From an optimization exercise on the open Yosys and OpenROAD flow, aimed at small area and a short achievable clock period; shortcuts taken in it are not production practice. Where RTL was checked, it was by simulation tests only, not by an equivalence proof against the original. No activity file was given, so power comes from the tool's default toggle rates.

==> flow/design.v <==
module bcd_to_7(
    input  [3:0] bcd,
    output reg [6:0] seg
    );
  always @(*) begin
    case (bcd)
      4'd0:  seg = 7'b0111111;
      4'd1:  seg = 7'b0000110;
      4'd2:  seg = 7'b1011011;
      4'd3:  seg = 7'b1001111;
      4'd4:  seg = 7'b1100110;
      4'd5:  seg = 7'b1101101;
      4'd6:  seg = 7'b1111101;
      4'd7:  seg = 7'b0000111;
      4'd8:  seg = 7'b1111111;
      4'd9:  seg = 7'b1101111;
      4'd10: seg = 7'b1110111;
      4'd11: seg = 7'b1111100;
      4'd12: seg = 7'b0111001;
      4'd13: seg = 7'b1011110;
      4'd14: seg = 7'b1111001;
      default: seg = 7'b1110001;
    endcase
  end
endmodule
module Microprocessor(
    input        clk_in,
    input        clr,
    input  [7:0] instruction,
    output [7:0] counter2,
    output [6:0] seg1,
    output [6:0] seg2,
    output [6:0] seg3,
    output [6:0] seg4,
    output [6:0] seg5,
    output [6:0] seg6
    );
  wire [1:0] op = instruction[7:6];
  wire [1:0] rs = instruction[5:4];
  wire [1:0] rt = instruction[3:2];
  wire [1:0] fi = instruction[1:0];
  wire [7:0] imm = {{6{fi[1]}}, fi};
  wire op_add  = (op == 2'b00);
  wire op_load = (op == 2'b01);
  wire op_st   = (op == 2'b10);
  wire op_br   = (op == 2'b11);
  reg [7:0] pc;
  reg [7:0] r0, r1, r2, r3;
  reg [7:0] mem [0:31];
  reg [7:0] ra, rb;
  always @(*) begin
    case (rs)
      2'd0: ra = r0;
      2'd1: ra = r1;
      2'd2: ra = r2;
      default: ra = r3;
    endcase
    case (rt)
      2'd0: rb = r0;
      2'd1: rb = r1;
      2'd2: rb = r2;
      default: rb = r3;
    endcase
  end
  wire [7:0] la  = ra + imm;
  wire [7:0] sum = ra + rb;
  wire [7:0] alu = op[0] ^ op[1] ? la : sum;
  wire [2:0] lo  = {1'b0, ra[1:0]} + {1'b0, fi};
  wire       c0  = lo[2];
  wire       cp1 = c0 & ~fi[1];
  wire       cz  = ~(c0 ^ fi[1]);
  wire       cm1 = ~c0 & fi[1];
  function [9:0] qdec(input [7:0] r);
    integer j;
    begin
      qdec[0] = (r[7:2] == 6'h3f);
      for (j = 0; j <= 8; j = j + 1)
        qdec[j+1] = (r[7:2] == j);
    end
  endfunction
  wire [9:0] q0 = qdec(r0);
  wire [9:0] q1 = qdec(r1);
  wire [9:0] q2 = qdec(r2);
  wire [9:0] q3 = qdec(r3);
  reg  [9:0] q;
  always @(*) begin
    case (rs)
      2'd0: q = q0;
      2'd1: q = q1;
      2'd2: q = q2;
      default: q = q3;
    endcase
  end
  genvar gi;
  wire [7:0] p2;    
  generate
    for (gi = 0; gi < 8; gi = gi + 1) begin : g_p2
      assign p2[gi] = (cz & q[gi+1]) | (cp1 & q[gi]) | (cm1 & q[gi+2]);
    end
  endgenerate
  wire [3:0] p1;    
  generate
    for (gi = 0; gi < 4; gi = gi + 1) begin : g_p1
      assign p1[gi] = (lo[1:0] == gi);
    end
  endgenerate
  reg [7:0] grp [0:7];
  reg [7:0] ld;
  integer g, j;
  always @(*) begin
    for (g = 0; g < 8; g = g + 1) begin
      grp[g] = 8'd0;
      for (j = 0; j < 4; j = j + 1)
        grp[g] = grp[g] | ({8{p1[j]}} & mem[4*g+j]);
    end
    ld = 8'd0;
    for (g = 0; g < 8; g = g + 1)
      ld = ld | ({8{p2[g]}} & grp[g]);
  end
  wire st_ok = op_st & (la[7:5] == 3'b000);
  reg [7:0] disp;
  always @(*) begin
    case (op)
      2'b00: disp = sum;
      2'b01: disp = ld;
      2'b10: disp = rb;
      default: disp = 8'd0;
    endcase
  end
  wire [7:0] value = op[0] ? ld : sum;
  wire [1:0] wreg = op[0] ? rt : fi;
  always @(posedge clk_in or posedge clr) begin
    if (clr) begin
      pc <= 8'd0;
      r0 <= 8'd0;
      r1 <= 8'd0;
      r2 <= 8'd0;
      r3 <= 8'd0;
    end else begin
      pc <= pc + (op_br ? imm : 8'd0) + 8'd1;
      if (~op[1] && wreg == 2'd0) r0 <= value;
      if (~op[1] && wreg == 2'd1) r1 <= value;
      if (~op[1] && wreg == 2'd2) r2 <= value;
      if (~op[1] && wreg == 2'd3) r3 <= value;
    end
  end
  generate
    for (gi = 0; gi < 32; gi = gi + 1) begin : g_mem
      localparam [7:0] RV = (gi < 16) ? gi : (8'd0 - (gi - 16));
      always @(posedge clk_in or posedge clr) begin
        if (clr)
          mem[gi] <= RV;
        else if (st_ok && la[4:0] == gi)
          mem[gi] <= rb;
      end
    end
  endgenerate
  assign counter2 = pc - 8'd1;
  bcd_to_7 u_seg1(.bcd(disp[7:4]), .seg(seg1));
  bcd_to_7 u_seg2(.bcd(disp[3:0]), .seg(seg2));
  bcd_to_7 u_seg3(.bcd(pc[7:4]),   .seg(seg3));
  bcd_to_7 u_seg4(.bcd(pc[3:0]),   .seg(seg4));
  bcd_to_7 u_seg5(.bcd(alu[7:4]),  .seg(seg5));
  bcd_to_7 u_seg6(.bcd(alu[3:0]),  .seg(seg6));
endmodule
==> flow/config.mk <==
export PLATFORM = sky130hd
export DESIGN_NAME = Microprocessor
export DESIGN_NICKNAME = Microprocessor
export VERILOG_FILES = /design/flow/design.v
export SDC_FILE = /design/flow/constraint.sdc
export NUM_CORES = 4
export LEC_CHECK = 0
export CAP_MARGIN = 0
export CORE_MARGIN = 2
export CORE_UTILIZATION = 60
export SETUP_SLACK_MARGIN = 2.5
export SLEW_MARGIN = 0
export TNS_END_PERCENT = 10
==> flow/constraint.sdc <==
create_clock -name core_clock -period 9.0 [get_ports {clk_in}]
set_input_delay 1.8000 -clock core_clock [delete_from_list [all_inputs] [get_ports {clk_in}]]
set_output_delay 1.8000 -clock core_clock [all_outputs]
set_load 0.01 [all_outputs]
standard.sh (not shown) runs the stock make flow with config.mk's settings and CLKGATE_MAP_FILE= SYNTH_SCRIPT=/design/flow/synth_recipe.tcl, a recipe that flattens the netlist after the stock synthesis.
==> flow/flow/run.sh <==
#!/bin/bash
# Layout flow: the standard synthesis, then the combinational logic is
# re-mapped by ABC (flip-flops untouched: same instances, names and cells),
# then the standard layout from floorplan to finish.
set -euo pipefail
W=$(pwd)
R=$W/orfs/results/sky130hd/Microprocessor/base
LIB=$FLOW_HOME/platforms/sky130hd/lib/sky130_fd_sc_hd__tt_025C_1v80.lib
EXTRA=()
[[ -f flow/make_args.txt ]] && mapfile -t EXTRA < flow/make_args.txt

bash standard.sh "${EXTRA[@]}" synth > synth_std.log 2>&1

# combinational cell models from the liberty file
python3 flow/gen_cells.py $LIB > comb_cells.v

DU=""
for c in $(sed -n '/DONT_USE_CELLS += /,/^#/p' $FLOW_HOME/platforms/sky130hd/config.mk | grep -o 'sky130_fd_sc_hd__[a-z0-9_]*'); do
  DU="$DU -dont_use $c"
done

cp $R/1_2_yosys.v $R/1_2_yosys_std.v
cat > resynth.ys <<EOY
read_verilog comb_cells.v
read_liberty -lib -ignore_redef $LIB
read_verilog $R/1_2_yosys_std.v
hierarchy -top $FLOW_TOP
flatten
hierarchy -top $FLOW_TOP
read_liberty -lib -ignore_redef $LIB
opt -purge
techmap
opt -fast
abc -script $W/flow/resyn.abc $(cat flow/abc_args.txt 2>/dev/null || true) -liberty $LIB $DU
opt_clean -purge
hilomap -singleton -hicell sky130_fd_sc_hd__conb_1 HI -locell sky130_fd_sc_hd__conb_1 LO
splitnets
opt_clean -purge
insbuf -buf sky130_fd_sc_hd__buf_4 A X
check -assert -mapped
tee -o resynth_stat.txt stat -liberty $LIB
write_verilog -noattr -noexpr -nohex -nodec $W/resynth_out.v
EOY
yosys -s resynth.ys > resynth.log 2>&1
cp $W/resynth_out.v $R/1_2_yosys.v
rm -f $R/1_synth.odb $R/1_synth.sdc

bash standard.sh "${EXTRA[@]}" finish > layout.log 2>&1
Other scripts of this flow, unchanged in this note and not shown: flow/flow/abc_args.txt, flow/flow/gen_cells.py, flow/flow/make_args.txt, flow/flow/resyn.abc
The baseline completed without violations.
Rerun with:
--- a/flow/design.v
+++ b/flow/design.v
@@ -147,12 +147,14 @@
   generate
     for (gi = 0; gi < 32; gi = gi + 1) begin : g_mem
       localparam [7:0] RV = (gi < 16) ? gi : (8'd0 - (gi - 16));
+      reg [7:0] mx;
       always @(posedge clk_in or posedge clr) begin
         if (clr)
-          mem[gi] <= RV;
+          mx <= 8'd0;
         else if (st_ok && la[4:0] == gi)
-          mem[gi] <= rb;
+          mx <= rb ^ RV;
       end
+      always @(*) mem[gi] = mx ^ RV;
     end
   endgenerate
   assign counter2 = pc - 8'd1;
The changed run went through all stages and came out clean.
Core utilization is higher by 0.22 points.
Die area is lower slightly.
Register-to-register slack gets worse by 240 ps.
Hold slack barely changes.
Non-clock buffer count is higher by 10.
Maximum frequency is lower slightly.
Sequential power is lower by a little under a tenth.
Setup slack gets worse by 120 ps.
No functional check of the RTL was part of the second run of this note.

==> re-timing with driven ports <==
No port has a modelled driver above. Below, the same layouts with a new extraction and two added sets of constraints.
Step 1 sets driving cells, clkbuf_16 on the clock port and buf_2 on the other inputs (assumed; they add their load-dependent delay and slew).
Step 2, shift: input delay + t, output delay - t, t = (earliest + latest rising clock arrival at the registers) / 2. This alone moves slack from input paths to output paths.
Three values: no drivers, after step 1, after step 2; two values: the first two.
run	t, ns	setup slack, ns	worst setup path after step 2
the first run	0.558	1.613 / 1.564 / 1.564	input to output
the second run	0.552	1.490 / 1.440 / 1.440	input to output
After both steps every run listed still meets setup and hold. For the second run, which loses most, drivers alone change the setup slack by -0.050 ns; drivers and shift together by -0.050 ns.
